What follows belongs to an exercise in optimizing a design on an open flow for small area and a short achievable clock period; a production flow would make more cautious choices.
In this exercise RTL edits were held to simulation tests only and were not proved equivalent to the original.
Power and IR drop assume default switching activity.

### flow/run.sh
#!/bin/bash
# The standard layout (the standard.sh) with extra settings from
# flow/extra.mk. make's output goes to standard.log; each ORFS step writes
# its own log under orfs/logs/.
set -euo pipefail
cat flow/extra.mk >> config.mk
bash standard.sh > standard.log 2>&1
### flow/extra.mk
# Settings added to the standard flow's config.mk by flow/run.sh.
# Timing repair aims for 12 ns of setup slack, so it keeps shortening the
# critical paths well past the 20 ns clock period.
export SETUP_SLACK_MARGIN = 12
# The slow OR3/OR4 cells and the delay cells are left out of mapping, port
# buffering and repair.
export DONT_USE_CELLS = sky130_fd_sc_hd__or4_1 sky130_fd_sc_hd__or4_2 sky130_fd_sc_hd__or4_4 sky130_fd_sc_hd__or4b_1 sky130_fd_sc_hd__or4b_2 sky130_fd_sc_hd__or4b_4 sky130_fd_sc_hd__or4bb_1 sky130_fd_sc_hd__or4bb_2 sky130_fd_sc_hd__or4bb_4 sky130_fd_sc_hd__or3_1 sky130_fd_sc_hd__or3_2 sky130_fd_sc_hd__or3_4 sky130_fd_sc_hd__or3b_1 sky130_fd_sc_hd__or3b_2 sky130_fd_sc_hd__or3b_4 sky130_fd_sc_hd__clkdlybuf4s15_1 sky130_fd_sc_hd__clkdlybuf4s15_2 sky130_fd_sc_hd__clkdlybuf4s18_1 sky130_fd_sc_hd__clkdlybuf4s18_2 sky130_fd_sc_hd__clkdlybuf4s25_1 sky130_fd_sc_hd__clkdlybuf4s25_2 sky130_fd_sc_hd__clkdlybuf4s50_1 sky130_fd_sc_hd__clkdlybuf4s50_2 sky130_fd_sc_hd__dlygate4sd1_1 sky130_fd_sc_hd__dlygate4sd2_1 sky130_fd_sc_hd__dlygate4sd3_1 sky130_fd_sc_hd__dlymetal6s2s_1 sky130_fd_sc_hd__dlymetal6s4s_1 sky130_fd_sc_hd__dlymetal6s6s_1 
### standard.sh
#!/bin/bash
# synth_recipe.tcl (not shown) runs the flow's synth.tcl, then flattens the netlist and writes it again
# the make line also repeats each setting of config.mk as NAME=value (left out here)
make -C /OpenROAD-flow-scripts/flow DESIGN_CONFIG=/design/flow/config.mk WORK_HOME=/design/flow/orfs CLKGATE_MAP_FILE= SYNTH_SCRIPT=/design/flow/synth_recipe.tcl "${@:-finish}"
### config.mk
export PLATFORM = sky130hd
export DESIGN_NAME = enigma_part3
export DESIGN_NICKNAME = enigma_part3
export VERILOG_FILES = /design/flow/design.v
export SDC_FILE = /design/flow/constraint.sdc
export NUM_CORES = 8
export LEC_CHECK = 0
export CAP_MARGIN = 20
export CORE_MARGIN = 2
export CORE_UTILIZATION = 35
export CTS_BUF_LIST = sky130_fd_sc_hd__clkbuf_8 sky130_fd_sc_hd__clkbuf_16
export CTS_CLUSTER_DIAMETER = 100
export CTS_CLUSTER_SIZE = 20
export SLEW_MARGIN = 20
export SYNTH_HIERARCHICAL = 1
export SYNTH_MINIMUM_KEEP_SIZE = 0
export TNS_END_PERCENT = 5
# Settings added to bench's config.mk by flow/run.sh.
# Timing repair aims for 12 ns of setup slack, so it keeps shortening the
# critical paths well past the 20 ns clock period.
export SETUP_SLACK_MARGIN = 12
# The slow OR3/OR4 cells and the delay cells are left out of mapping, port
# buffering and repair.
export DONT_USE_CELLS = sky130_fd_sc_hd__or4_1 sky130_fd_sc_hd__or4_2 sky130_fd_sc_hd__or4_4 sky130_fd_sc_hd__or4b_1 sky130_fd_sc_hd__or4b_2 sky130_fd_sc_hd__or4b_4 sky130_fd_sc_hd__or4bb_1 sky130_fd_sc_hd__or4bb_2 sky130_fd_sc_hd__or4bb_4 sky130_fd_sc_hd__or3_1 sky130_fd_sc_hd__or3_2 sky130_fd_sc_hd__or3_4 sky130_fd_sc_hd__or3b_1 sky130_fd_sc_hd__or3b_2 sky130_fd_sc_hd__or3b_4 sky130_fd_sc_hd__clkdlybuf4s15_1 sky130_fd_sc_hd__clkdlybuf4s15_2 sky130_fd_sc_hd__clkdlybuf4s18_1 sky130_fd_sc_hd__clkdlybuf4s18_2 sky130_fd_sc_hd__clkdlybuf4s25_1 sky130_fd_sc_hd__clkdlybuf4s25_2 sky130_fd_sc_hd__clkdlybuf4s50_1 sky130_fd_sc_hd__clkdlybuf4s50_2 sky130_fd_sc_hd__dlygate4sd1_1 sky130_fd_sc_hd__dlygate4sd2_1 sky130_fd_sc_hd__dlygate4sd3_1 sky130_fd_sc_hd__dlymetal6s2s_1 sky130_fd_sc_hd__dlymetal6s4s_1 sky130_fd_sc_hd__dlymetal6s6s_1 
### constraint.sdc
create_clock -name core_clock -period 20.0 [get_ports {clk}]
set_input_delay 4.0000 -clock core_clock [delete_from_list [all_inputs] [get_ports {clk}]]
set_output_delay 4.0000 -clock core_clock [all_outputs]
set_load 0.01 [all_outputs]
### design.v
module enigma_part3(clk, srst_n, load, encrypt, crypt_mode, table_idx, code_in, code_out, code_valid);
input clk;
input srst_n;
input load;
input encrypt;
input crypt_mode;
input [1:0] table_idx;
input [5:0] code_in;
output [5:0] code_out;
output code_valid;
integer i, j;
reg [5:0] A [0:63];    
reg [5:0] B [0:63];    
reg [5:0] P [0:63];    
wire [383:0] Av, Bv, Pv;
genvar g;
generate
    for (g = 0; g < 64; g = g + 1) begin : flat
        assign Av[g*6 +: 6] = A[g];
        assign Bv[g*6 +: 6] = B[g];
        assign Pv[g*6 +: 6] = P[g];
    end
endgenerate
reg ld_r, enc_r, md_r;
reg [1:0] ti_r;
reg [5:0] cu;          
reg [3:0] sel;         
reg [7:0] ra0l, ra1l, ra2l, ra3l, ra0h, ra1h, ra2h, ra3h;
reg [5:0] offb;        
reg [3:0] sro;         
reg       pcnt;        
reg [5:0] psa;         
reg [5:0] ppa;         
reg       val_r;
reg [5:0] bb_r;
reg [5:0] bbn_r;       
reg [5:0] off_r;
wire [5:0] off = offb + {4'd0, sro[3] | sro[2], sro[3] | sro[1]};    
wire ldB = ld_r & (ti_r == 2'd1);
wire ldP = ld_r & (ti_r == 2'd2);
wire [5:0] fb, fp, bp, bb;
wire [3:0] bbg;        
wire [7:0] fal, fah;   
sel4x8 u_fal (.a(ra0l), .b(ra1l), .c(ra2l), .d(ra3l), .s(sel), .y(fal));
sel4x8 u_fah (.a(ra0h), .b(ra1h), .c(ra2h), .d(ra3h), .s(sel), .y(fah));
lut64d u_b (.tbl(Bv), .lo(fal), .hi(fah), .y(fb));
lut64 u_p1 (.tbl(Pv), .idx(fb), .y(fp));
wire [5:0] pc;         
lut64m u_pl (.tbl(Pv), .idx(cu), .y(pc));
lut64 u_p2 (.tbl(Pv), .idx(~fp), .y(bp));
cam64g u_bi (.tbl(Bv), .key(bp), .y(bb), .g(bbg));
wire [1:0] m = md_r ? bp[1:0] : fb[1:0];
wire [1:0] s_e = {|fah[7:4], fah[2] | fah[3] | fah[6] | fah[7]};
wire [5:0] u = code_in - off;
wire [1:0] ul = u[1:0];
wire [3:0] h = u[5:2];
wire [3:0] hm = h - 4'd1;
wire [3:0] ix0 = h;
wire [3:0] ix1 = ul >= 2'd1 ? h : hm;
wire [3:0] ix2 = ul >= 2'd2 ? h : hm;
wire [3:0] ix3 = ul >= 2'd3 ? h : hm;
wire [5:0] ra0_nx, ra1_nx, ra2_nx, ra3_nx;
wire [3:0] ge = enc_r ? (4'd1 << s_e) : 4'd1;    
wire dmode = enc_r & md_r;
reg [3:0] sel_e;       
reg [15:0] sel_d;      
integer q;
always @(*) begin
    sel_e = 4'd0;
    sel_d = 16'd0;
    for (q = 0; q < 4; q = q + 1) begin
        if (ge[q] & ~dmode) sel_e = sel_e | (4'd1 << ((ul - q[1:0]) & 2'd3));
        if (dmode) sel_d[4*q + ((ul - q[1:0]) & 2'd3)] = 1'b1;
    end
end
wire [3:0] sel_nx;
wire [3:0] sro_nx;
pick4 u_sro (.a(bbg), .b(enc_r ? ge : 4'd0), .s(dmode), .y(sro_nx));
selnx u_sel (.e(sel_e), .d(sel_d), .g(bbg), .y(sel_nx));
lut16 u_a0 (.tbl({Av[378 +: 6], Av[354 +: 6], Av[330 +: 6], Av[306 +: 6], Av[282 +: 6], Av[258 +: 6], Av[234 +: 6], Av[210 +: 6],
                  Av[186 +: 6], Av[162 +: 6], Av[138 +: 6], Av[114 +: 6], Av[90 +: 6],  Av[66 +: 6],  Av[42 +: 6],  Av[18 +: 6]}),
            .idx(ix3), .y(ra3_nx));
lut16 u_a1 (.tbl({Av[372 +: 6], Av[348 +: 6], Av[324 +: 6], Av[300 +: 6], Av[276 +: 6], Av[252 +: 6], Av[228 +: 6], Av[204 +: 6],
                  Av[180 +: 6], Av[156 +: 6], Av[132 +: 6], Av[108 +: 6], Av[84 +: 6],  Av[60 +: 6],  Av[36 +: 6],  Av[12 +: 6]}),
            .idx(ix2), .y(ra2_nx));
lut16 u_a2 (.tbl({Av[366 +: 6], Av[342 +: 6], Av[318 +: 6], Av[294 +: 6], Av[270 +: 6], Av[246 +: 6], Av[222 +: 6], Av[198 +: 6],
                  Av[174 +: 6], Av[150 +: 6], Av[126 +: 6], Av[102 +: 6], Av[78 +: 6],  Av[54 +: 6],  Av[30 +: 6],  Av[6 +: 6]}),
            .idx(ix1), .y(ra1_nx));
lut16 u_a3 (.tbl({Av[360 +: 6], Av[336 +: 6], Av[312 +: 6], Av[288 +: 6], Av[264 +: 6], Av[240 +: 6], Av[216 +: 6], Av[192 +: 6],
                  Av[168 +: 6], Av[144 +: 6], Av[120 +: 6], Av[96 +: 6],  Av[72 +: 6],  Av[48 +: 6],  Av[24 +: 6],  Av[0 +: 6]}),
            .idx(ix0), .y(ra0_nx));
always @(posedge clk) begin
    if (~srst_n) begin
        ld_r <= 1'b0;
        enc_r <= 1'b0;
        offb <= 6'd0;
        sro <= 4'd0;
        val_r <= 1'b0;
    end else begin
        ld_r <= load;
        enc_r <= encrypt;
        offb <= off;
        sro <= sro_nx;
        val_r <= enc_r;
    end
    md_r <= crypt_mode;
    ti_r <= table_idx;
    cu <= code_in;    
    sel <= sel_nx;
    ra0l <= 8'd1 << ra0_nx[2:0]; ra0h <= 8'd1 << ra0_nx[5:3];
    ra1l <= 8'd1 << ra1_nx[2:0]; ra1h <= 8'd1 << ra1_nx[5:3];
    ra2l <= 8'd1 << ra2_nx[2:0]; ra2h <= 8'd1 << ra2_nx[5:3];
    ra3l <= 8'd1 << ra3_nx[2:0]; ra3h <= 8'd1 << ra3_nx[5:3];
    bb_r <= bb;
    bbn_r <= ~bb;
    off_r <= off;
end
always @(posedge clk) begin
    if (srst_n & load & (table_idx == 2'd0)) begin
        for (i = 0; i < 63; i = i + 1) A[i] <= A[i+1];
        A[63] <= code_in;
    end
end
wire [3:0] bsel = {4{enc_r}} & {m == 2'd3, m == 2'd2, m == 2'd1, m == 2'd0};
wire bselh = ~enc_r & ~ldB;
wire bsell = ldB;    
always @(posedge clk) begin
    B[0] <= ({6{bsel[0]}} & B[57]) | ({6{bsel[1]}} & B[58]) | ({6{bsel[2]}} & B[57]) | ({6{bsel[3]}} & B[56]) | ({6{bsell}} & B[1]) | ({6{bselh}} & B[0]);
    B[1] <= ({6{bsel[0]}} & B[63]) | ({6{bsel[1]}} & B[60]) | ({6{bsel[2]}} & B[62]) | ({6{bsel[3]}} & B[63]) | ({6{bsell}} & B[2]) | ({6{bselh}} & B[1]);
    B[2] <= ({6{bsel[0]}} & B[27]) | ({6{bsel[1]}} & B[24]) | ({6{bsel[2]}} & B[26]) | ({6{bsel[3]}} & B[27]) | ({6{bsell}} & B[3]) | ({6{bselh}} & B[2]);
    B[3] <= ({6{bsel[0]}} & B[19]) | ({6{bsel[1]}} & B[16]) | ({6{bsel[2]}} & B[18]) | ({6{bsel[3]}} & B[19]) | ({6{bsell}} & B[4]) | ({6{bselh}} & B[3]);
    B[4] <= ({6{bsel[0]}} & B[40]) | ({6{bsel[1]}} & B[43]) | ({6{bsel[2]}} & B[43]) | ({6{bsel[3]}} & B[42]) | ({6{bsell}} & B[5]) | ({6{bselh}} & B[4]);
    B[5] <= ({6{bsel[0]}} & B[49]) | ({6{bsel[1]}} & B[50]) | ({6{bsel[2]}} & B[49]) | ({6{bsel[3]}} & B[48]) | ({6{bsell}} & B[6]) | ({6{bselh}} & B[5]);
    B[6] <= ({6{bsel[0]}} & B[22]) | ({6{bsel[1]}} & B[21]) | ({6{bsel[2]}} & B[20]) | ({6{bsel[3]}} & B[21]) | ({6{bsell}} & B[7]) | ({6{bselh}} & B[6]);
    B[7] <= ({6{bsel[0]}} & B[42]) | ({6{bsel[1]}} & B[41]) | ({6{bsel[2]}} & B[40]) | ({6{bsel[3]}} & B[41]) | ({6{bsell}} & B[8]) | ({6{bselh}} & B[7]);
    B[8] <= ({6{bsel[0]}} & B[8]) | ({6{bsel[1]}} & B[11]) | ({6{bsel[2]}} & B[11]) | ({6{bsel[3]}} & B[10]) | ({6{bsell}} & B[9]) | ({6{bselh}} & B[8]);
    B[9] <= ({6{bsel[0]}} & B[29]) | ({6{bsel[1]}} & B[30]) | ({6{bsel[2]}} & B[29]) | ({6{bsel[3]}} & B[28]) | ({6{bsell}} & B[10]) | ({6{bselh}} & B[9]);
    B[10] <= ({6{bsel[0]}} & B[56]) | ({6{bsel[1]}} & B[59]) | ({6{bsel[2]}} & B[59]) | ({6{bsel[3]}} & B[58]) | ({6{bsell}} & B[11]) | ({6{bselh}} & B[10]);
    B[11] <= ({6{bsel[0]}} & B[25]) | ({6{bsel[1]}} & B[26]) | ({6{bsel[2]}} & B[25]) | ({6{bsel[3]}} & B[24]) | ({6{bsell}} & B[12]) | ({6{bselh}} & B[11]);
    B[12] <= ({6{bsel[0]}} & B[23]) | ({6{bsel[1]}} & B[20]) | ({6{bsel[2]}} & B[22]) | ({6{bsel[3]}} & B[23]) | ({6{bsell}} & B[13]) | ({6{bselh}} & B[12]);
    B[13] <= ({6{bsel[0]}} & B[31]) | ({6{bsel[1]}} & B[28]) | ({6{bsel[2]}} & B[30]) | ({6{bsel[3]}} & B[31]) | ({6{bsell}} & B[14]) | ({6{bselh}} & B[13]);
    B[14] <= ({6{bsel[0]}} & B[16]) | ({6{bsel[1]}} & B[19]) | ({6{bsel[2]}} & B[19]) | ({6{bsel[3]}} & B[18]) | ({6{bsell}} & B[15]) | ({6{bselh}} & B[14]);
    B[15] <= ({6{bsel[0]}} & B[36]) | ({6{bsel[1]}} & B[39]) | ({6{bsel[2]}} & B[39]) | ({6{bsel[3]}} & B[38]) | ({6{bsell}} & B[16]) | ({6{bselh}} & B[15]);
    B[16] <= ({6{bsel[0]}} & B[24]) | ({6{bsel[1]}} & B[27]) | ({6{bsel[2]}} & B[27]) | ({6{bsel[3]}} & B[26]) | ({6{bsell}} & B[17]) | ({6{bselh}} & B[16]);
    B[17] <= ({6{bsel[0]}} & B[15]) | ({6{bsel[1]}} & B[12]) | ({6{bsel[2]}} & B[14]) | ({6{bsel[3]}} & B[15]) | ({6{bsell}} & B[18]) | ({6{bselh}} & B[17]);
    B[18] <= ({6{bsel[0]}} & B[59]) | ({6{bsel[1]}} & B[56]) | ({6{bsel[2]}} & B[58]) | ({6{bsel[3]}} & B[59]) | ({6{bsell}} & B[19]) | ({6{bselh}} & B[18]);
    B[19] <= ({6{bsel[0]}} & B[4]) | ({6{bsel[1]}} & B[7]) | ({6{bsel[2]}} & B[7]) | ({6{bsel[3]}} & B[6]) | ({6{bsell}} & B[20]) | ({6{bselh}} & B[19]);
    B[20] <= ({6{bsel[0]}} & B[20]) | ({6{bsel[1]}} & B[23]) | ({6{bsel[2]}} & B[23]) | ({6{bsel[3]}} & B[22]) | ({6{bsell}} & B[21]) | ({6{bselh}} & B[20]);
    B[21] <= ({6{bsel[0]}} & B[46]) | ({6{bsel[1]}} & B[45]) | ({6{bsel[2]}} & B[44]) | ({6{bsel[3]}} & B[45]) | ({6{bsell}} & B[22]) | ({6{bselh}} & B[21]);
    B[22] <= ({6{bsel[0]}} & B[9]) | ({6{bsel[1]}} & B[10]) | ({6{bsel[2]}} & B[9]) | ({6{bsel[3]}} & B[8]) | ({6{bsell}} & B[23]) | ({6{bselh}} & B[22]);
    B[23] <= ({6{bsel[0]}} & B[41]) | ({6{bsel[1]}} & B[42]) | ({6{bsel[2]}} & B[41]) | ({6{bsel[3]}} & B[40]) | ({6{bsell}} & B[24]) | ({6{bselh}} & B[23]);
    B[24] <= ({6{bsel[0]}} & B[52]) | ({6{bsel[1]}} & B[55]) | ({6{bsel[2]}} & B[55]) | ({6{bsel[3]}} & B[54]) | ({6{bsell}} & B[25]) | ({6{bselh}} & B[24]);
    B[25] <= ({6{bsel[0]}} & B[0]) | ({6{bsel[1]}} & B[3]) | ({6{bsel[2]}} & B[3]) | ({6{bsel[3]}} & B[2]) | ({6{bsell}} & B[26]) | ({6{bselh}} & B[25]);
    B[26] <= ({6{bsel[0]}} & B[33]) | ({6{bsel[1]}} & B[34]) | ({6{bsel[2]}} & B[33]) | ({6{bsel[3]}} & B[32]) | ({6{bsell}} & B[27]) | ({6{bselh}} & B[26]);
    B[27] <= ({6{bsel[0]}} & B[62]) | ({6{bsel[1]}} & B[61]) | ({6{bsel[2]}} & B[60]) | ({6{bsel[3]}} & B[61]) | ({6{bsell}} & B[28]) | ({6{bselh}} & B[27]);
    B[28] <= ({6{bsel[0]}} & B[12]) | ({6{bsel[1]}} & B[15]) | ({6{bsel[2]}} & B[15]) | ({6{bsel[3]}} & B[14]) | ({6{bsell}} & B[29]) | ({6{bselh}} & B[28]);
    B[29] <= ({6{bsel[0]}} & B[32]) | ({6{bsel[1]}} & B[35]) | ({6{bsel[2]}} & B[35]) | ({6{bsel[3]}} & B[34]) | ({6{bsell}} & B[30]) | ({6{bselh}} & B[29]);
    B[30] <= ({6{bsel[0]}} & B[61]) | ({6{bsel[1]}} & B[62]) | ({6{bsel[2]}} & B[61]) | ({6{bsel[3]}} & B[60]) | ({6{bsell}} & B[31]) | ({6{bselh}} & B[30]);
    B[31] <= ({6{bsel[0]}} & B[54]) | ({6{bsel[1]}} & B[53]) | ({6{bsel[2]}} & B[52]) | ({6{bsel[3]}} & B[53]) | ({6{bsell}} & B[32]) | ({6{bselh}} & B[31]);
    B[32] <= ({6{bsel[0]}} & B[51]) | ({6{bsel[1]}} & B[48]) | ({6{bsel[2]}} & B[50]) | ({6{bsel[3]}} & B[51]) | ({6{bsell}} & B[33]) | ({6{bselh}} & B[32]);
    B[33] <= ({6{bsel[0]}} & B[17]) | ({6{bsel[1]}} & B[18]) | ({6{bsel[2]}} & B[17]) | ({6{bsel[3]}} & B[16]) | ({6{bsell}} & B[34]) | ({6{bselh}} & B[33]);
    B[34] <= ({6{bsel[0]}} & B[11]) | ({6{bsel[1]}} & B[8]) | ({6{bsel[2]}} & B[10]) | ({6{bsel[3]}} & B[11]) | ({6{bsell}} & B[35]) | ({6{bselh}} & B[34]);
    B[35] <= ({6{bsel[0]}} & B[45]) | ({6{bsel[1]}} & B[46]) | ({6{bsel[2]}} & B[45]) | ({6{bsel[3]}} & B[44]) | ({6{bsell}} & B[36]) | ({6{bselh}} & B[35]);
    B[36] <= ({6{bsel[0]}} & B[7]) | ({6{bsel[1]}} & B[4]) | ({6{bsel[2]}} & B[6]) | ({6{bsel[3]}} & B[7]) | ({6{bsell}} & B[37]) | ({6{bselh}} & B[36]);
    B[37] <= ({6{bsel[0]}} & B[2]) | ({6{bsel[1]}} & B[1]) | ({6{bsel[2]}} & B[0]) | ({6{bsel[3]}} & B[1]) | ({6{bsell}} & B[38]) | ({6{bselh}} & B[37]);
    B[38] <= ({6{bsel[0]}} & B[55]) | ({6{bsel[1]}} & B[52]) | ({6{bsel[2]}} & B[54]) | ({6{bsel[3]}} & B[55]) | ({6{bsell}} & B[39]) | ({6{bselh}} & B[38]);
    B[39] <= ({6{bsel[0]}} & B[44]) | ({6{bsel[1]}} & B[47]) | ({6{bsel[2]}} & B[47]) | ({6{bsel[3]}} & B[46]) | ({6{bsell}} & B[40]) | ({6{bselh}} & B[39]);
    B[40] <= ({6{bsel[0]}} & B[50]) | ({6{bsel[1]}} & B[49]) | ({6{bsel[2]}} & B[48]) | ({6{bsel[3]}} & B[49]) | ({6{bsell}} & B[41]) | ({6{bselh}} & B[40]);
    B[41] <= ({6{bsel[0]}} & B[38]) | ({6{bsel[1]}} & B[37]) | ({6{bsel[2]}} & B[36]) | ({6{bsel[3]}} & B[37]) | ({6{bsell}} & B[42]) | ({6{bselh}} & B[41]);
    B[42] <= ({6{bsel[0]}} & B[28]) | ({6{bsel[1]}} & B[31]) | ({6{bsel[2]}} & B[31]) | ({6{bsel[3]}} & B[30]) | ({6{bsell}} & B[43]) | ({6{bselh}} & B[42]);
    B[43] <= ({6{bsel[0]}} & B[10]) | ({6{bsel[1]}} & B[9]) | ({6{bsel[2]}} & B[8]) | ({6{bsel[3]}} & B[9]) | ({6{bsell}} & B[44]) | ({6{bselh}} & B[43]);
    B[44] <= ({6{bsel[0]}} & B[14]) | ({6{bsel[1]}} & B[13]) | ({6{bsel[2]}} & B[12]) | ({6{bsel[3]}} & B[13]) | ({6{bsell}} & B[45]) | ({6{bselh}} & B[44]);
    B[45] <= ({6{bsel[0]}} & B[5]) | ({6{bsel[1]}} & B[6]) | ({6{bsel[2]}} & B[5]) | ({6{bsel[3]}} & B[4]) | ({6{bsell}} & B[46]) | ({6{bselh}} & B[45]);
    B[46] <= ({6{bsel[0]}} & B[37]) | ({6{bsel[1]}} & B[38]) | ({6{bsel[2]}} & B[37]) | ({6{bsel[3]}} & B[36]) | ({6{bsell}} & B[47]) | ({6{bselh}} & B[46]);
    B[47] <= ({6{bsel[0]}} & B[58]) | ({6{bsel[1]}} & B[57]) | ({6{bsel[2]}} & B[56]) | ({6{bsel[3]}} & B[57]) | ({6{bsell}} & B[48]) | ({6{bselh}} & B[47]);
    B[48] <= ({6{bsel[0]}} & B[48]) | ({6{bsel[1]}} & B[51]) | ({6{bsel[2]}} & B[51]) | ({6{bsel[3]}} & B[50]) | ({6{bsell}} & B[49]) | ({6{bselh}} & B[48]);
    B[49] <= ({6{bsel[0]}} & B[18]) | ({6{bsel[1]}} & B[17]) | ({6{bsel[2]}} & B[16]) | ({6{bsel[3]}} & B[17]) | ({6{bsell}} & B[50]) | ({6{bselh}} & B[49]);
    B[50] <= ({6{bsel[0]}} & B[34]) | ({6{bsel[1]}} & B[33]) | ({6{bsel[2]}} & B[32]) | ({6{bsel[3]}} & B[33]) | ({6{bsell}} & B[51]) | ({6{bselh}} & B[50]);
    B[51] <= ({6{bsel[0]}} & B[53]) | ({6{bsel[1]}} & B[54]) | ({6{bsel[2]}} & B[53]) | ({6{bsel[3]}} & B[52]) | ({6{bsell}} & B[52]) | ({6{bselh}} & B[51]);
    B[52] <= ({6{bsel[0]}} & B[60]) | ({6{bsel[1]}} & B[63]) | ({6{bsel[2]}} & B[63]) | ({6{bsel[3]}} & B[62]) | ({6{bsell}} & B[53]) | ({6{bselh}} & B[52]);
    B[53] <= ({6{bsel[0]}} & B[3]) | ({6{bsel[1]}} & B[0]) | ({6{bsel[2]}} & B[2]) | ({6{bsel[3]}} & B[3]) | ({6{bsell}} & B[54]) | ({6{bselh}} & B[53]);
    B[54] <= ({6{bsel[0]}} & B[39]) | ({6{bsel[1]}} & B[36]) | ({6{bsel[2]}} & B[38]) | ({6{bsel[3]}} & B[39]) | ({6{bsell}} & B[55]) | ({6{bselh}} & B[54]);
    B[55] <= ({6{bsel[0]}} & B[6]) | ({6{bsel[1]}} & B[5]) | ({6{bsel[2]}} & B[4]) | ({6{bsel[3]}} & B[5]) | ({6{bsell}} & B[56]) | ({6{bselh}} & B[55]);
    B[56] <= ({6{bsel[0]}} & B[13]) | ({6{bsel[1]}} & B[14]) | ({6{bsel[2]}} & B[13]) | ({6{bsel[3]}} & B[12]) | ({6{bsell}} & B[57]) | ({6{bselh}} & B[56]);
    B[57] <= ({6{bsel[0]}} & B[47]) | ({6{bsel[1]}} & B[44]) | ({6{bsel[2]}} & B[46]) | ({6{bsel[3]}} & B[47]) | ({6{bsell}} & B[58]) | ({6{bselh}} & B[57]);
    B[58] <= ({6{bsel[0]}} & B[30]) | ({6{bsel[1]}} & B[29]) | ({6{bsel[2]}} & B[28]) | ({6{bsel[3]}} & B[29]) | ({6{bsell}} & B[59]) | ({6{bselh}} & B[58]);
    B[59] <= ({6{bsel[0]}} & B[26]) | ({6{bsel[1]}} & B[25]) | ({6{bsel[2]}} & B[24]) | ({6{bsel[3]}} & B[25]) | ({6{bsell}} & B[60]) | ({6{bselh}} & B[59]);
    B[60] <= ({6{bsel[0]}} & B[43]) | ({6{bsel[1]}} & B[40]) | ({6{bsel[2]}} & B[42]) | ({6{bsel[3]}} & B[43]) | ({6{bsell}} & B[61]) | ({6{bselh}} & B[60]);
    B[61] <= ({6{bsel[0]}} & B[21]) | ({6{bsel[1]}} & B[22]) | ({6{bsel[2]}} & B[21]) | ({6{bsel[3]}} & B[20]) | ({6{bsell}} & B[62]) | ({6{bselh}} & B[61]);
    B[62] <= ({6{bsel[0]}} & B[1]) | ({6{bsel[1]}} & B[2]) | ({6{bsel[2]}} & B[1]) | ({6{bsel[3]}} & B[0]) | ({6{bsell}} & B[63]) | ({6{bselh}} & B[62]);
    B[63] <= ({6{bsel[0]}} & B[35]) | ({6{bsel[1]}} & B[32]) | ({6{bsel[2]}} & B[34]) | ({6{bsel[3]}} & B[35]) | ({6{bsell}} & cu) | ({6{bselh}} & B[63]);
end
wire [5:0] pd = ppa ^ pc;    
always @(posedge clk) begin
    if (~srst_n) begin
        pcnt <= 1'b0;
        for (i = 0; i < 64; i = i + 1) P[i] <= i[5:0];
    end else if (ldP) begin
        pcnt <= ~pcnt;
        if (pcnt) begin
            for (i = 0; i < 64; i = i + 1)
                if (i[5:0] == psa || i[5:0] == cu) P[i] <= P[i] ^ pd;
        end
    end
    if (ldP & ~pcnt) begin
        psa <= cu;
        ppa <= pc;
    end
end
wire [5:0] ba;
wire [5:0] pa;
cam64h u_ai (.tbl(Av), .key(bb_r), .keyn(bbn_r), .y(pa));
assign code_out = val_r ? pa + off_r : 6'd0;
assign code_valid = val_r;
endmodule
module lut64(tbl, idx, y);
input [383:0] tbl;
input [5:0] idx;
output reg [5:0] y;
reg [7:0] lo, hi;
integer i;
always @(*) begin
    lo = 8'd1 << idx[2:0];
    hi = 8'd1 << idx[5:3];
    y = 6'd0;
    for (i = 0; i < 64; i = i + 1)
        y = y | ({6{lo[i % 8] & hi[i / 8]}} & tbl[i*6 +: 6]);
end
endmodule
module lut64d(tbl, lo, hi, y);
input [383:0] tbl;
input [7:0] lo, hi;
output reg [5:0] y;
integer i;
always @(*) begin
    y = 6'd0;
    for (i = 0; i < 64; i = i + 1)
        y = y | ({6{lo[i % 8] & hi[i / 8]}} & tbl[i*6 +: 6]);
end
endmodule
module cam64g(tbl, key, y, g);
input [383:0] tbl;
input [5:0] key;
output reg [5:0] y;
output reg [3:0] g;
integer i;
always @(*) begin
    y = 6'd0;
    g = 4'd0;
    for (i = 0; i < 64; i = i + 1)
        if (tbl[i*6 +: 6] == key) begin
            y = y | i[5:0];
            g[i / 16] = 1'b1;
        end
end
endmodule
module sel4x8(a, b, c, d, s, y);
input [7:0] a, b, c, d;
input [3:0] s;
output [7:0] y;
assign y = ({8{s[0]}} & a) | ({8{s[1]}} & b) | ({8{s[2]}} & c) | ({8{s[3]}} & d);
endmodule
module pick4(a, b, s, y);
input [3:0] a, b;
input s;
output [3:0] y;
assign y = ({4{s}} & a) | ({4{~s}} & b);
endmodule
module selnx(e, d, g, y);
input [3:0] e;
input [15:0] d;
input [3:0] g;
output [3:0] y;
genvar j;
generate
    for (j = 0; j < 4; j = j + 1) begin : o
        assign y[j] = e[j] | (g[0] & d[j]) | (g[1] & d[4+j]) | (g[2] & d[8+j]) | (g[3] & d[12+j]);
    end
endgenerate
endmodule
module lut64m(tbl, idx, y);
input [383:0] tbl;
input [5:0] idx;
output [5:0] y;
wire [95:0] l1;
wire [23:0] l2;
genvar g;
generate
    for (g = 0; g < 16; g = g + 1) begin : a
        mux4x6 u (.a(tbl[(4*g)*6 +: 6]), .b(tbl[(4*g+1)*6 +: 6]), .c(tbl[(4*g+2)*6 +: 6]), .d(tbl[(4*g+3)*6 +: 6]), .s(idx[1:0]), .y(l1[g*6 +: 6]));
    end
    for (g = 0; g < 4; g = g + 1) begin : b
        mux4x6 u (.a(l1[(4*g)*6 +: 6]), .b(l1[(4*g+1)*6 +: 6]), .c(l1[(4*g+2)*6 +: 6]), .d(l1[(4*g+3)*6 +: 6]), .s(idx[3:2]), .y(l2[g*6 +: 6]));
    end
endgenerate
mux4x6 u_c (.a(l2[0 +: 6]), .b(l2[6 +: 6]), .c(l2[12 +: 6]), .d(l2[18 +: 6]), .s(idx[5:4]), .y(y));
endmodule
module lut16(tbl, idx, y);
input [95:0] tbl;
input [3:0] idx;
output [5:0] y;
assign y = tbl[idx*6 +: 6];
endmodule
module cam64(tbl, key, y);
input [383:0] tbl;
input [5:0] key;
output reg [5:0] y;
integer i;
always @(*) begin
    y = 6'd0;
    for (i = 0; i < 64; i = i + 1)
        if (tbl[i*6 +: 6] == key) y = y | i[5:0];
end
endmodule
module cam64h(tbl, key, keyn, y);
input [383:0] tbl;
input [5:0] key;
input [5:0] keyn;
output reg [5:0] y;
integer i;
always @(*) begin
    y = 6'd0;
    for (i = 0; i < 64; i = i + 1)
        if (i < 32 ? tbl[i*6 +: 6] == key : tbl[i*6 +: 6] == ~keyn) y = y | i[5:0];
end
endmodule
module camrot(tbl, key, keyn, en, off, y);
input [383:0] tbl;
input [5:0] key;
input [5:0] keyn;      
input en;
input [5:0] off;
output reg [5:0] y;
reg [5:0] k;
integer i;
always @(*) begin
    y = 6'd0;
    for (i = 0; i < 64; i = i + 1) begin
        k = i[5:0] + off;
        if (en && (i < 32 ? tbl[i*6 +: 6] == key : tbl[i*6 +: 6] == ~keyn)) y = y | k;
    end
end
endmodule
module mux4x6(a, b, c, d, s, y);
input [5:0] a, b, c, d;
input [1:0] s;
output [5:0] y;
assign y = s[1] ? (s[0] ? d : c) : (s[0] ? b : a);
endmodule
==> run notes, run 1 <==
Placement
Buffers placed on the I/O ports in this run total 19. The worst setup slack after placement is 6.174 ns. Detailed placement finished with a half-perimeter wire length of approximately 320000 µm. The routability congestion estimate from global placement is 1.107.

Worst setup path
The depth of the worst register-to-register path is between 40 and 50. STA puts the critical path data arrival time at between 9 and 10 ns. On the worst path, the slowest cell contributes a delay of 0.92 ns. The required time of the critical path is 20.65 ns. The critical path capture point type is a register. The critical path startpoint category is a register. The critical path is of the reg -> reg type. The slowest cell on the critical path is sky130_fd_sc_hd__o211ai_1.

Along the worst path, the maximum fanout reaches 11.

Flow run
The tool flagged a number of max-cap violations equal to 0.

Final layout
At the end of the flow, the number of nets in the layout was ~7800. Relative to the synthesized area, the layout overhead comes to 18.65%. The count of filler cells inserted in the layout is 21050. In the layout the commonest cells are sky130_fd_sc_hd__dfxtp_1 (854), sky130_fd_sc_hd__a221o_1 (576), sky130_fd_sc_hd__xnor2_1 (497). Once layout is complete, the utilization of the core stands at 41.81%. Of the cells placed in the final design, the portion with a size suffix greater than 1 is 20.36%. Leaving out fill and tap cells, the most frequent cell in the layout is sky130_fd_sc_hd__dfxtp_1.

Drt
The aggregate routed wire length is 473700 µm. Once detail routing completed, the nets flagged for antenna violations numbered 0. Summing over every cut layer, the via total after detailed routing is ~75000.

For this run, design rule violations remaining after detail routing come to 0. Dividing the detail-routed wire length by the instance count gives 43.99 µm. After the first detailed-routing iteration, the DRC count stood at 12700.

The detail-routed via count per cell is 6.927. The pre-antenna-repair detailed-routing pass consisted of 13 iterations.

Die
The number of top-level design ports is 20. The die outline width is about 470 µm. The die covers roughly 220000 µm². The die is 474.3 µm tall.

The starting density of the core is 35.24%. Row generation in the floorplan step produced 172 rows. The region available for standard cell placement spans 219700 µm².

STA
Of the available clock period, the critical path in the final layout requires around 46%. In the post-route analysis, the smallest setup slack over all paths is 10.89 ns. The routed design could run at a clock period as short as 9.111 ns. Setup repair after global routing could not meet its margin everywhere. The max-slew violation count is 0. The final setup violation count is 0. For the final routed database, the setup TNS stands at 0 ns. The worst-case clock skew is 0.07792 ns. The slew at the pin with the worst max-slew slack is 1.248 ns.

The count of final hold-check violations was 0. Based on the critical path, the design can be clocked at up to 109.8 MHz. The relative slew slack is 16.53%.

Clock network
The clock transition at the registers of the reported paths is roughly 0.080 ns. The TritonCTS clock tree is done. The later pin in the worst-skew pair is clocked with a latency of 0.83 ns. The quantity of hold-fixing buffers added after cts is 0. The longest clock path from root to sink contains 3 buffers. The tree built by TritonCTS fans out to ~1300 sinks.

The number of H-tree levels is 3. Clock tree synthesis selected as its root buffer the cell sky130_fd_sc_hd__clkbuf_16. Counting the buffers created by CTS gives 82.

Pwr
IR analysis of the VDD net gives a maximum drop of 0.0002491 V. For this design the total switching power over the nets is 10.00 mW. In this run, flip-flops and latches consume 22.6% of the power.

Net switching is 54.63% of the power. Dividing total power by cell area gives a power density of between 150 and 200 nW/µm². The internal portion of the total power is 8.307 mW. Combinational cells account for 67.2% of the total power. The leakage power total is 32.73 nW. The proportion of power drawn by the clock network is 10.2%.

Synth
After synthesis the cells add up to about 77000 µm². In this run the mean area of a mapped cell was 10.37 µm². The post-synthesis instance total is 7465. Synthesis produced a netlist with a net count of approximately 7500. The number of warnings reported in the yosys synthesis log is 14.

GRT
Global routing used between 30% and 40% of the available tracks across all layers. Global routing finished with a remaining overflow of 0. Entering global routing, the biggest net connects 135 pins. The initial antenna violation count is 25. The first global-routing pass estimated 611600 µm of wire. The via count of the first global-routing pass was 65970.

Hold path
The worst min-delay path category is reg -> reg. The hold-critical path depth is 0.

Outcome
The flow ran to the end and the layout has no timing, DRC or antenna violations.
-- cell type report --
class | instances | area [µm²] | area share (%)
Timing Repair inverter | 3 | 28.78 | 0.03133
Timing Repair Buffer | 816 | 6827 | 7.431
Tap cell | 2958 | 3701 | 4.029
Inverter | 53 | 291.5 | 0.3173
Antenna cell | 41 | 102.6 | 0.1117
Clock buffer | 88 | 2157 | 2.348
Clock inverter | 37 | 380.4 | 0.4141
Sequential cell | 1272 | 29500 | 32.12
Multi-Input combinational cell | 5500 | 48870 | 53.20
-- worst paths after layout --
check | to | startpoint | slack [ns]
min | A[36][1] | A[37][1] | 0.47
max reg2reg | sel[0] | sel[0] | 10.89
min reg2reg | A[36][1] | A[37][1] | 0.47
max | sel[0] | sel[0] | 10.89
-- worst max-delay path: cells and delay by family, from the launching register on --
family          cells  cell delay [ns]
simple gates       14             2.25
flops               1             0.36
compound gates      9             2.74
xor+xnor            1             0.23
buf+inv            18             3.28
-- through the flow --
stage | hold WS, ns | cell area [µm²] | instances | power (mW)
2_1_floorplan | 0.4619 | 77460 | 7465 | 8.556
3_3_place_gp | 0.4753 | 78530 | 9988 | 11.85
3_5_place_dp | 0.4773 | 78660 | 9995 | 11.80
4_1_cts | 0.4850 | 87060 | 10450 | 15.52
5_1_grt | 0.5105 | 91830 | 10750 | 18.16
6_report | 0.4739 | 91860 | 10770 | 18.31
-- power groups by stage --
stage          Combinational [mW]  Clock, mW  Sequential [mW]
6_report                     12.3       1.86             4.15
5_1_grt                      12.1       1.94             4.12
4_1_cts                      9.63       1.86             4.03
3_5_place_dp                 7.73          0             4.07
3_3_place_gp                 7.79          0             4.07
2_1_floorplan                5.06          0             3.50
-- per-layer routing --
metal / vias up / wire, µm / global-route usage (%)
met2: 6059 / 202300 / 60.04
met5: - / 72 / 0
met3: 1614 / 51480 / 8.905
met1: 37550 / 169900 / 48.53
li1: 29360 / - / -
met4: 8 / 49900 / 31.55
-- flip-flops by register name, summed over array words and instances, names as in the netlist, 3 cells and up --
name	flops
A	384
B	384
P	384
ra0h	8
ra0l	8
ra1h	8
ra1l	8
ra2h	8
ra2l	8
ra3h	8
ra3l	8
bb_r	6
bbn_r	6
cu	6
off_r	6
offb	6
ppa	6
psa	6
sel	4
sro	3
-- timing repair --
action | CTS | global route
buffers inserted | 288 | 250
pin swaps | 114 | 149
endpoints found under the setup margin | 469 | 467
gates resized for setup | 772 | 608
gates cloned | 37 | 32
hold endpoints to repair | 0 | 0
==> run 2, diff against run 1 <==
--- a/config.mk
+++ b/config.mk
@@ -7,10 +7,11 @@
 export LEC_CHECK = 0
 export CAP_MARGIN = 20
 export CORE_MARGIN = 2
-export CORE_UTILIZATION = 35
+export CORE_UTILIZATION = 40
 export CTS_BUF_LIST = sky130_fd_sc_hd__clkbuf_8 sky130_fd_sc_hd__clkbuf_16
 export CTS_CLUSTER_DIAMETER = 100
 export CTS_CLUSTER_SIZE = 20
+export PLACE_DENSITY = 0.5
 export SLEW_MARGIN = 20
 export SYNTH_HIERARCHICAL = 1
 export SYNTH_MINIMUM_KEEP_SIZE = 0
==> run 2 against run 1 <==
Utilization up 4.2 points. First-iteration DRC count grew 4.0%. Design area shrank 3.6%. Non-clock buffer count fell by 105. Via count hardly changed. Power shrank 5.8%. Clock skew is 0.0070 ns lower. Clock-buffer cell count fell by 3. Combinational power down 11%. Setup slack worse by 0.13 ns. Largest power group unchanged. Highest routed layer unchanged.
==> run notes, run 2 <==
Final layout
The count of filler cells inserted in the layout is 18060. The multi-input combinational cells in the finished layout cover a total of approximately 48000 µm². The share of cells above drive strength 1 is 17.90%. The net count of the finished layout is 7648. The number of cells in the finished layout apart from fillers is 10210. The library cell used most frequently in the layout, excluding fill and tap cells, is sky130_fd_sc_hd__dfxtp_1. Cells fill between 40% and 50% of the core in the end. Leaving out fill and tap cells, the most frequent cells in the layout are sky130_fd_sc_hd__dfxtp_1 (855), sky130_fd_sc_hd__a221o_1 (576), sky130_fd_sc_hd__xnor2_1 (526).

In the final layout, the registers with the most flip-flops are A x384, B x384, P x384. The synthesis-to-finish area growth is 14.43%. The area occupied by registers is 29500 µm².

Die
The floorplan row count is 161. In this run the count of I/O pins placed on the die edge is 20. The region available for standard cell placement spans 192400 µm². The floorplan step set the die width to approximately 440 µm. The die footprint is 197100 µm².

The starting density of the core is between 40% and 50%. The die extent in y is 444.0 µm.

Synth
The cell area that synthesis handed to floorplanning was 77420 µm². The Yosys step of the flow raised 14 warnings. The mean instance size in the synthesized netlist is 10.37 µm². The post-synthesis instance total is between 7000 and 8000.

The number of nets handed over by synthesis was 7497.

STA
The max-slew violation count is 0. The final setup violation count is 0. Setup repair after global routing could not meet its margin everywhere. Static timing analysis puts the maximum clock frequency at 108.2 MHz. Headroom to the max-slew limit came out at under 10%.

The worst-case clock skew is 0.07096 ns. Dividing the final minimum period by the clock period gives 46.21%. After layout, the minimum clock period comes to 9.242 ns.

Setup total negative slack on the finished layout was measured at 0 ns. The slew at the pin with the worst max-slew slack is 1.359 ns. The count of final hold-check violations is 0.

Worst setup path
The worst-path maximum fanout is 11. For this design, the slowest cell found on the critical path is sky130_fd_sc_hd__nor4_4. Counting both buffers and inverters, the worst setup path holds a total of 15. STA classifies the critical path startpoint as a register. Data arrives at the worst endpoint at 9.92 ns. The critical path capture point type is a register. The required time of the critical path is about 21 ns. The type of the worst setup path is reg -> reg.

The most numerous cell on the critical path is sky130_fd_sc_hd__buf_6. The critical path's largest stage delay is 0.63 ns. The critical path's top delay family is simple AND/OR/NAND/NOR gates.

GRT
The initial antenna violation count is 45. The remaining global-route overflow is 0. The first global-routing pass estimated slightly above 600000 µm of wire. The via count of the first global-routing pass is 65120.

The pin count of the biggest net entering global routing is 152. The overall global routing resource usage is between 40% and 50%.

Pwr
The cell internal power dissipation is 7.567 mW. In this run the power density over the cells is 194.7 nW/µm². Overall power consumption after layout is estimated at 17.25 mW. The proportion of power drawn by the clock network is 10.9%.

The switching power share of the total is 56.12%. The analysis attributes to cell leakage a power of 31.57 nW. The switching component of the power is 9.678 mW. The register share of total power is 25.1%.

Combinational logic is responsible for 64.0% of the overall power. The maximum ir drop on the vdd rail is 0.0002330 V.

Clock network
The clock insertion delay at the later pin of the skew report is 0.83 ns. The CTS buffer count is 81. The TritonCTS clock tree is done.

The worst-case clock buffer depth is 3. Counting every sink on the clock net gives 1272. After clock tree synthesis, the clock-pin slew on the worst setup and hold paths is 0.10 ns. Clock tree synthesis selected as its root buffer the cell sky130_fd_sc_hd__clkbuf_16. The number of H-tree levels is 3. The quantity of hold-fixing buffers added after cts is 0.

Hold path
The worst hold path belongs to the class reg -> reg.

Placement
The HPWL after detailed placement is between 300000 and 400000 µm. In this run the tool buffered the top-level ports with 19 buffer cells. The routability congestion estimate from global placement is 1.168.

Counting tap cells, the placed design contains a total of 9559 instances.

Flow run
The max-cap check violation count is 0.

Drt
The violation count after the first detailed-route iteration is 13210. The detail-routed via count per cell is between 7 and 8. In this run the remaining antenna-violating nets after routing total 0. The number of detailed-routing iterations run before antenna repair is 12. In the final routed layout, each cell accounts on average for 45.88 µm. The number of vias in the routed layout is 74540. In the routed design, unresolved DRC markers number 0. The aggregate routed wire length is 468500 µm.

Outcome
The run finished with no timing, DRC or antenna violations.
[run 2: worst register-to-register path, delay by kind of cell, from the launching register on]
kind / cells / cell delay, ns
AND/OR/NAND/NOR: 12 / 3.00
buffers and inverters: 15 / 2.47
AO/OA/AOI/OAI: 8 / 2.25
XOR/XNOR: 1 / 0.59
multiplexers: 1 / 0.40
flip-flops: 1 / 0.37
[run 2: cell type report]
class	count	area share, %
Timing Repair Buffer	711	6.165
Clock buffer	85	2.363
Clock inverter	47	0.5692
Inverter	53	0.2782
Multi-Input combinational cell	5496	53.69
Tap cell	2526	3.567
Antenna cell	21	0.05932
Timing Repair inverter	1	0.007061
Sequential cell	1272	33.30
[run 2: worst paths after layout]
| path | end | slack, ns | cells past startpoint | start |
|---|---|---|---|---|
| worst max-delay path | sel[1] | 10.76 | 37 | sel[0] |
| worst min-delay path | A[0][2] | 0.47 | 0 | A[1][2] |
| worst max register to register | sel[1] | 10.76 | 37 | sel[0] |
| worst min register to register | A[0][2] | 0.47 | 0 | A[1][2] |
[run 2: repair_timing]
action	in CTS	in global routing
setup buffers	151	299
resized for setup	562	490
endpoints found under the setup margin	457	457
pin swaps	96	147
cloned	23	25
[run 2: power by group through the flow]
stage / Combinational (mW) / Sequential, mW / Clock, mW
3_5_place_dp: 7.59 / 4.23 / 0
6_report: 11.0 / 4.33 / 1.88
4_1_cts: 8.77 / 4.19 / 1.88
3_3_place_gp: 7.68 / 4.24 / 0
5_1_grt: 10.8 / 4.26 / 1.96
2_1_floorplan: 5.06 / 3.50 / 0
[run 2: per-stage QoR]
stage                     instance area (µm²)  hold slack, ns  worst slack [ns]
after floorplan                         77460          0.4619             5.651
after global placement                  77950          0.4738             5.525
after detailed placement                78070          0.4727             5.870
after CTS                               84250          0.4804             11.24
after global routing                    88540          0.5033             10.98
final                                   88590          0.4692             10.76
[run 2: routing by layer]
layer  wire length, µm  part of all wire (%)  track usage (%)
met2            190200                    41            63.85
met5               788                  0.17           0.2930
met4             30440                   6.5            20.32
met1            183800                    39            60.09
met3             63310                    14            15.67
==> run 3, diff against run 2 <==
--- a/config.mk
+++ b/config.mk
@@ -11,7 +11,7 @@
 export CTS_BUF_LIST = sky130_fd_sc_hd__clkbuf_8 sky130_fd_sc_hd__clkbuf_16
 export CTS_CLUSTER_DIAMETER = 100
 export CTS_CLUSTER_SIZE = 20
-export PLACE_DENSITY = 0.5
+export PLACE_DENSITY = 0.7
 export SLEW_MARGIN = 20
 export SYNTH_HIERARCHICAL = 1
 export SYNTH_MINIMUM_KEEP_SIZE = 0
==> run 3 against run 2 <==
Die area is the same. Setup slack gained 0.026 ns. Clock-buffer cell count grew 2. Power grew 4.1%. Synthesized area is the same. Non-clock buffer count grew 182. Critical path type unchanged. Sequential power shrank 3%. Critical path depth grew 6. Still clean on timing, DRC and antenna. Largest power group unchanged. Clock skew grew 0.016 ns. Synthesized cell count is the same. Sequential cell count is the same. Utilization grew 1.6 points.
==> run notes, run 3 <==
Synth
The cell count after synthesis came out at 7465. The number of nets handed over by synthesis was around 7500. The combined area of all synthesized cells is 77420 µm². The number of warnings reported in the yosys synthesis log is 14. The mean instance size in the synthesized netlist is approximately 10 µm².

Worst setup path
For the worst setup path, the data arrival time is 9.83 ns. The launch instance of the worst register-to-register path is sel[1]. The worst reg2reg path endpoint is bb_r[0]. The type of the worst setup path is reg -> reg.

The worst-path maximum fanout is 14. The critical path capture point type is a register. The critical path startpoint category is a register. On the worst path, the slowest cell contributes a delay of 0.63 ns.

The slowest cell on the critical path is sky130_fd_sc_hd__o21ai_2. For the worst setup path, the data required time is around 21 ns. In this run the register-to-register setup slack is between 10 and 15 ns. The depth of the worst register-to-register path is between 40 and 50.

STA
The final worst setup slack is around 11 ns. Hold is met by ~0.5 ns. The total negative slack is 0 ns. The clock arrives with 0.08651 ns of skew. The count of final hold-check violations is 0. Setup repair after global routing could not meet its margin everywhere. The share of the clock period used by the worst path is 46.08%.

Setup violations remaining at the end of the flow were counted as 0. The achievable frequency is roughly 110 MHz. The max-slew violation count is 0.

The slew at the pin with the worst max-slew slack is around 1.3 ns. In this run the tightest slew margin relative to its limit is roughly a tenth. The clock period minus worst slack is 9.216 ns.

Drt
After detailed routing, the average wire length per cell comes to 48.91 µm. In this run the remaining antenna-violating nets after routing total 0. The number of detailed-routing iterations run before antenna repair is 15. The detailed router finished its first iteration with between 10000 and 15000 violations. In the routed design, unresolved DRC markers number 0. The final route contains 77510 vias.

The final layout contains routed wiring with a total length of 512100 µm. Using the TritonRoute via totals, the vias-per-cell ratio works out to roughly 7.4.

Final layout
In the layout the commonest cells are sky130_fd_sc_hd__dfxtp_1 (854), sky130_fd_sc_hd__a221o_1 (576), sky130_fd_sc_hd__xnor2_1 (520). The net count of the finished layout is slightly below 8000. The synthesis-to-finish area growth is 18.35%. The largest registers in the layout are A x384, B x384, P x384. Leaving out fill and tap cells, the most frequent cell in the layout is sky130_fd_sc_hd__dfxtp_1. The number of cells in the finished layout apart from fillers is about 10000. The layout has 17750 filler cells. Cells fill a little under half of the core in the end. The post-route cell area is 91630 µm².

The share of cells above drive strength 1 is 19.76%.

Pwr
The proportion of power drawn by the clock network is 10.7%. The overall power of the completed layout is 17.95 mW. The switching power share of the total is 54.44%. The leakage power total is 32.84 nW. The analysis attributes to net switching a power of 9.771 mW. The maximum ir drop on the vdd rail is 0.0002125 V.

In this run, the combinational gates consume 65.8% of the power. Dividing total power by cell area gives a power density of 195.9 nW/µm². The register share of total power is 23.5%. The cell internal power dissipation is 8.176 mW.

Hold path
The tightest min-delay check is of the reg -> reg type. The worst hold path terminates at A[24][5]. Along the worst hold path, the cell count comes to 0.

The startpoint of the most critical hold path is A[25][5].

GRT
The wire length of the first global-routing pass is 650900 µm. The total overflow left after global routing is 0. The via count of the first global-routing pass came to 68110. The pin count of the biggest net entering global routing is 115. Global routing consumed, over all layers together, just under 50% of the routing resources. The initial antenna violation count came to 57.

Flow run
The tool flagged a number of max-cap violations equal to 0.

Placement
The placed cell area is 78190 µm². Port buffering added 19 buffers. The detailed-placement wirelength estimate is 343900 µm. The routability congestion estimate from global placement is 1.138. The worst setup slack after placement is 6.091 ns.

The number of instances in the placed design is approximately 9600.

Die
Row generation in the floorplan step produced 161 rows. During I/O placement, the number of pins put on the boundary was 20. The die footprint is 197100 µm². The core region is roughly 190000 µm². The die extent in y is 444.0 µm. The starting density of the core is 40.25%. The die outline width is 444.0 µm.

Clock network
TritonCTS built the clock tree. Clock tree synthesis inserted a total of 83 buffers. The longest clock path from root to sink contains 3 buffers.

In this run the clock root is driven by a sky130_fd_sc_hd__clkbuf_16. The clock insertion delay at the later pin of the skew report is just over 0.8 ns. The tree built by TritonCTS fans out to 1272 sinks. The clock transition at the registers of the reported paths is about 0.10 ns. The number of H-tree levels is 3.

Outcome
The run finished with no timing, DRC or antenna violations.
## run 3: worst max-delay path by stage
stage               cells after the start  slack, ns        to  startpoint
floorplan                               3       5.65   A[0][0]      srst_n
global placement                       30       5.25  B[51][2]      sel[2]
detailed placement                     31       6.09  B[51][0]      sel[2]
CTS                                    35      11.43    sel[2]      sel[2]
global route                           44      10.85  bbn_r[0]      sel[1]
finish                                 43      10.78   bb_r[0]      sel[1]
## run 3: critical path: cells and delay by family, from the launching register on
family | cells | cell delay [ns]
buf+inv | 19 | 3.16
flops | 1 | 0.42
xor+xnor | 1 | 0.27
compound gates | 8 | 2.01
simple gates | 15 | 3.03
## run 3: power by group through the flow
stage	Clock, mW	Combinational [mW]	Sequential, mW
finish	1.92	11.8	4.22
global route	1.99	11.6	4.16
CTS	1.91	9.46	4.08
detailed placement	0	7.64	4.12
global placement	0	7.70	4.12
floorplan	0	5.06	3.50
## run 3: what timing repair did
action | CTS | global route
gates resized for setup | 755 | 487
hold buffers | 0 | 0
buffers inserted | 234 | 343
cloned | 36 | 41
pin swaps | 139 | 152
setup endpoints to repair | 457 | 577
## run 3: layout make-up
class	count	area (µm²)	share of cell area, %
Timing Repair inverter	2	17.52	0.01912
Antenna cell	87	217.7	0.2376
Tap cell	2526	3161	3.449
Timing Repair Buffer	893	7312	7.980
Multi-Input combinational cell	5496	48450	52.87
Clock inverter	55	556.8	0.6076
Sequential cell	1272	29500	32.20
Clock buffer	87	2143	2.339
Inverter	53	272.8	0.2977
## run 3: per-layer routing
metal | wire [µm] | track usage (%) | up-vias | share of wire, %
met5 | 172 | 0.07326 | - | 0.034
met4 | 61320 | 45.37 | 10 | 12
met3 | 66370 | 17.13 | 2277 | 13
met2 | 212500 | 71.00 | 7308 | 41
met1 | 171800 | 55.73 | 38320 | 34
li1 | - | - | 29590 | -
==> run 4, diff against run 3 <==
--- a/config.mk
+++ b/config.mk
@@ -11,11 +11,10 @@
 export CTS_BUF_LIST = sky130_fd_sc_hd__clkbuf_8 sky130_fd_sc_hd__clkbuf_16
 export CTS_CLUSTER_DIAMETER = 100
 export CTS_CLUSTER_SIZE = 20
-export PLACE_DENSITY = 0.7
 export SLEW_MARGIN = 20
 export SYNTH_HIERARCHICAL = 1
 export SYNTH_MINIMUM_KEEP_SIZE = 0
-export TNS_END_PERCENT = 5
+export TNS_END_PERCENT = 30
 # Settings added to bench's config.mk by flow/run.sh.
 # Timing repair aims for 12 ns of setup slack, so it keeps shortening the
 # critical paths well past the 20 ns clock period.
==> run 4 against run 3 <==
Now fails the layout checks on capacitance limit, slew limit. Final cell count decreased by 0.30%. Die area unchanged. Non-clock buffer count increased by 18. Power increased by 1.8%. Clock skew increased by 0.0012 ns. Synthesized area unchanged. Utilization increased by 0.53 points. Global-route usage decreased by 3.3 points. Fmax increased by 0.77%. Via count decreased by 0.74%. Setup slack improved by 0.070 ns.
==> run notes, run 4 <==
STA
The achievable frequency is 109.3 MHz. The worst path uses 45.73% of the clock period. The max-slew violation count is 1. The clock arrives with 0.08771 ns of skew. In this run the tightest slew margin relative to its limit is -0.3326%. The count of final hold-check violations is 0.

Setup violations remaining at the end of the flow were counted as 0. Setup repair after global routing could not meet its margin everywhere. For the final routed database, the setup TNS stands at 0 ns. The clock period minus worst slack is between 9 and 10 ns. The slew at the pin with the worst max-slew slack is around 1.5 ns.

Drt
The violation count after the first detailed-route iteration is 14560. In the routed design, unresolved DRC markers number 0. The top metal layer carrying routed signals is met5. The routed layout has roughly 77000 vias.

The routed metal-1 wirelength is 165100 µm. The met2 wirelength from detailed routing is 192900 µm. Summed over all layers, the routed wires come to 477900 µm. The remaining number of nets flagged by the antenna check after routing is 0.

The number of detailed-routing iterations run before antenna repair is 28. The detail-routed via count per cell is about 7.4. Detailed routing placed a total of 67500 µm of wire on met3.

The average detailed-routed wire length per instance is 45.77 µm.

Clock network
Counting the buffers created by CTS gives 79. The clock insertion delay at the later pin of the skew report is between 0.8 and 0.9 ns. No sink is reached through more buffers than the 3 on the longest clock path.

The clock root buffer is sky130_fd_sc_hd__clkbuf_16. The clock transition at the registers of the reported paths is 0.10 ns. The quantity of hold-fixing buffers added after cts is 0. TritonCTS built the clock tree. The number of H-tree levels is 3. The clock sink total is 1272.

GRT
The initial antenna violation count came to 53. Global routing consumed, over all layers together, 45.46% of the routing resources. The wire length of the first global-routing pass is a little over 600000 µm. The via count of the first global-routing pass is slightly below 70000. The pin count of the biggest net entering global routing is 144.

The total overflow left after global routing is 0.

Flow run
Across the run, the number of max-cap violations was 1.

Die
The die outline width is 444.0 µm. The starting density of the core is 40.25%. The die covers between 150000 and 200000 µm².

Pin placement for this block handled 20 I/O pins. The core region is roughly 190000 µm². The floorplan has between 150 and 200 rows. The die is 444.0 µm tall.

Synth
In the synthesized netlist, the number of instances is roughly 7500. The number of nets in the synthesized netlist is 7497. For this run, the number of Yosys warnings is 14.

The mean instance size in the synthesized netlist is 10.37 µm². The combined area of all synthesized cells is 77420 µm².

Final layout
The area taken by multi-input logic gates is 48940 µm². The library cell used most frequently in the layout, excluding fill and tap cells, is sky130_fd_sc_hd__dfxtp_1. The post-route netlist has about a fifth of its cells at a drive strength greater than 1. In the layout the commonest cells are sky130_fd_sc_hd__dfxtp_1 (855), sky130_fd_sc_hd__a221o_1 (574), sky130_fd_sc_hd__xnor2_1 (510). The count of cells in the finished layout, fillers not included, comes to 10440.

Counting the fill cells in the layout gives 17580. In the final layout, the registers with the most flip-flops are A x384, B x384, P x384. Summing all flip-flop and latch instances after layout gives 29500 µm². Compared with the post-synthesis result, the final layout area differs by 19.67%.

Summing all non-filler instances in the final layout gives an area of 92660 µm². The final layout contains 7862 nets.

Worst setup path
The required time of the critical path is between 20 and 25 ns. The critical path startpoint category is a register. The worst setup path is captured at a register. The critical path's largest stage delay is 0.93 ns. Among the stages of the critical path, the cell type that occurs most often is sky130_fd_sc_hd__nand4_1. The worst-path maximum fanout is 12. The number of cells on the worst reg-to-reg path is 37. The slowest cell on the critical path is sky130_fd_sc_hd__xnor2_1. The endpoint arrival time on the critical path is 9.82 ns. The setup path with the least slack is of type reg -> reg.

Placement
Buffers placed on the I/O ports in this run total 19. The routability congestion estimate from global placement is approximately 1.2. The placed cell area is a little under 80000 µm². The number of instances in the placed design is 9518. The detailed-placement wirelength estimate is 315100 µm.

Pwr
The leakage power total is 33.31 nW. The overall power of the completed layout is 18.27 mW. The ratio of total power to cell area is 197.2 nW/µm². The maximum ir drop on the vdd rail is 0.0002501 V.

Outcome
The checks that failed: capacitance limit, slew limit. The flow ran to the end, but the layout failed its checks.

Hold path
The worst min-delay path category is reg -> reg. Counting instances, the worst hold path has a depth of 0.
-- run 4: cell count changes in the layout (fill, tap and decap cells not counted), moves of 18 or more --
cell | previous run | this run
sky130_fd_sc_hd__buf_12 | 38 | 56
sky130_fd_sc_hd__buf_2 | 154 | 173
sky130_fd_sc_hd__buf_1 | 367 | 301
sky130_fd_sc_hd__buf_6 | 121 | 149
sky130_fd_sc_hd__diode_2 | 87 | 38
-- run 4: final cells by class --
type	instances	share of cell area, %
Antenna cell	38	0.1026
Clock buffer	82	2.190
Clock inverter	45	0.4402
Inverter	53	0.2944
Multi-Input combinational cell	5513	52.82
Sequential cell	1272	31.84
Tap cell	2526	3.411
Timing Repair Buffer	911	8.906
-- run 4: timing repair --
action,in CTS,in global routing
setup buffers,395,253
pin swaps,174,164
setup endpoints to repair,536,535
resized for setup,990,427
cloned,55,50
-- run 4: routing by layer --
metal,GRT usage [%],vias to the layer above
met5,1.368,-
met4,35.62,30
met3,17.27,2110
met2,65.13,7030
met1,54.49,38140
li1,-,29630
-- run 4: path summary, 6_finish.rpt --
| kind | start | to | slack [ns] |
|---|---|---|---|
| max | sel[2] | bbn_r[5] | 10.85 |
| min reg2reg | A[22][4] | A[21][4] | 0.49 |
| max reg2reg | sel[2] | bbn_r[5] | 10.85 |
| min | A[22][4] | A[21][4] | 0.49 |
-- run 4: per-stage QoR --
stage | util (%) | setup slack (ns) | hold slack [ns]
after floorplan | - | 5.651 | 0.4619
after global placement | 40.44 | 5.384 | 0.4755
after detailed placement | 40.49 | 6.294 | 0.4768
after CTS | 45.97 | 11.53 | 0.4845
after global routing | 48.13 | 11.03 | 0.5131
final | 48.16 | 10.85 | 0.4865
-- run 4: power by group --
group	internal, mW	total (mW)	leakage (nW)	switching [mW]
sequential	3.01	4.27	10.7	1.26
clock	0.768	1.79	1.26	1.03
combinational	4.58	12.2	21.3	7.63
total	8.35	18.3	33.3	9.92
-- run 4: critical path: cells and delay by family (launching register included) --
family          cells  cell delay (ns)
flops               1             0.38
buf+inv            15             2.46
mux                 1             0.37
simple gates       11             1.99
xor+xnor            1             0.93
compound gates      9             2.81

[static timing again, ports no longer ideal]
How much do the figures lean on ideal ports? The routed layouts below were timed once more, with nothing changed but the port constraints.
Step 1 sets driving cells, clkbuf_16 on the clock port and buf_2 on the other inputs (assumed; they add their load-dependent delay and slew).
Step 2 times the ports against the registers' clock, not the clock port: input delays grow and output delays shrink by t, the midpoint of the rising clock arrivals with the driver on.
Three values: ideal ports, drivers, drivers and shift; two values: the first two.
run | shift t [ns] | slack for setup (ns) | clock arrival spread, ns
run 1 | 0.886 | 10.889 / 10.889 / 10.364 | 0.078 / 0.078
run 2 | 0.895 | 10.758 / 10.758 / 10.404 | 0.071 / 0.071
run 3 | 0.875 | 10.784 / 10.784 / 10.393 | 0.087 / 0.087
run 4 | 0.901 | 10.855 / 10.855 / 10.579 | 0.088 / 0.088
For run 1, which loses most, drivers alone change the setup slack by 0.000 ns; drivers and shift together by -0.525 ns.
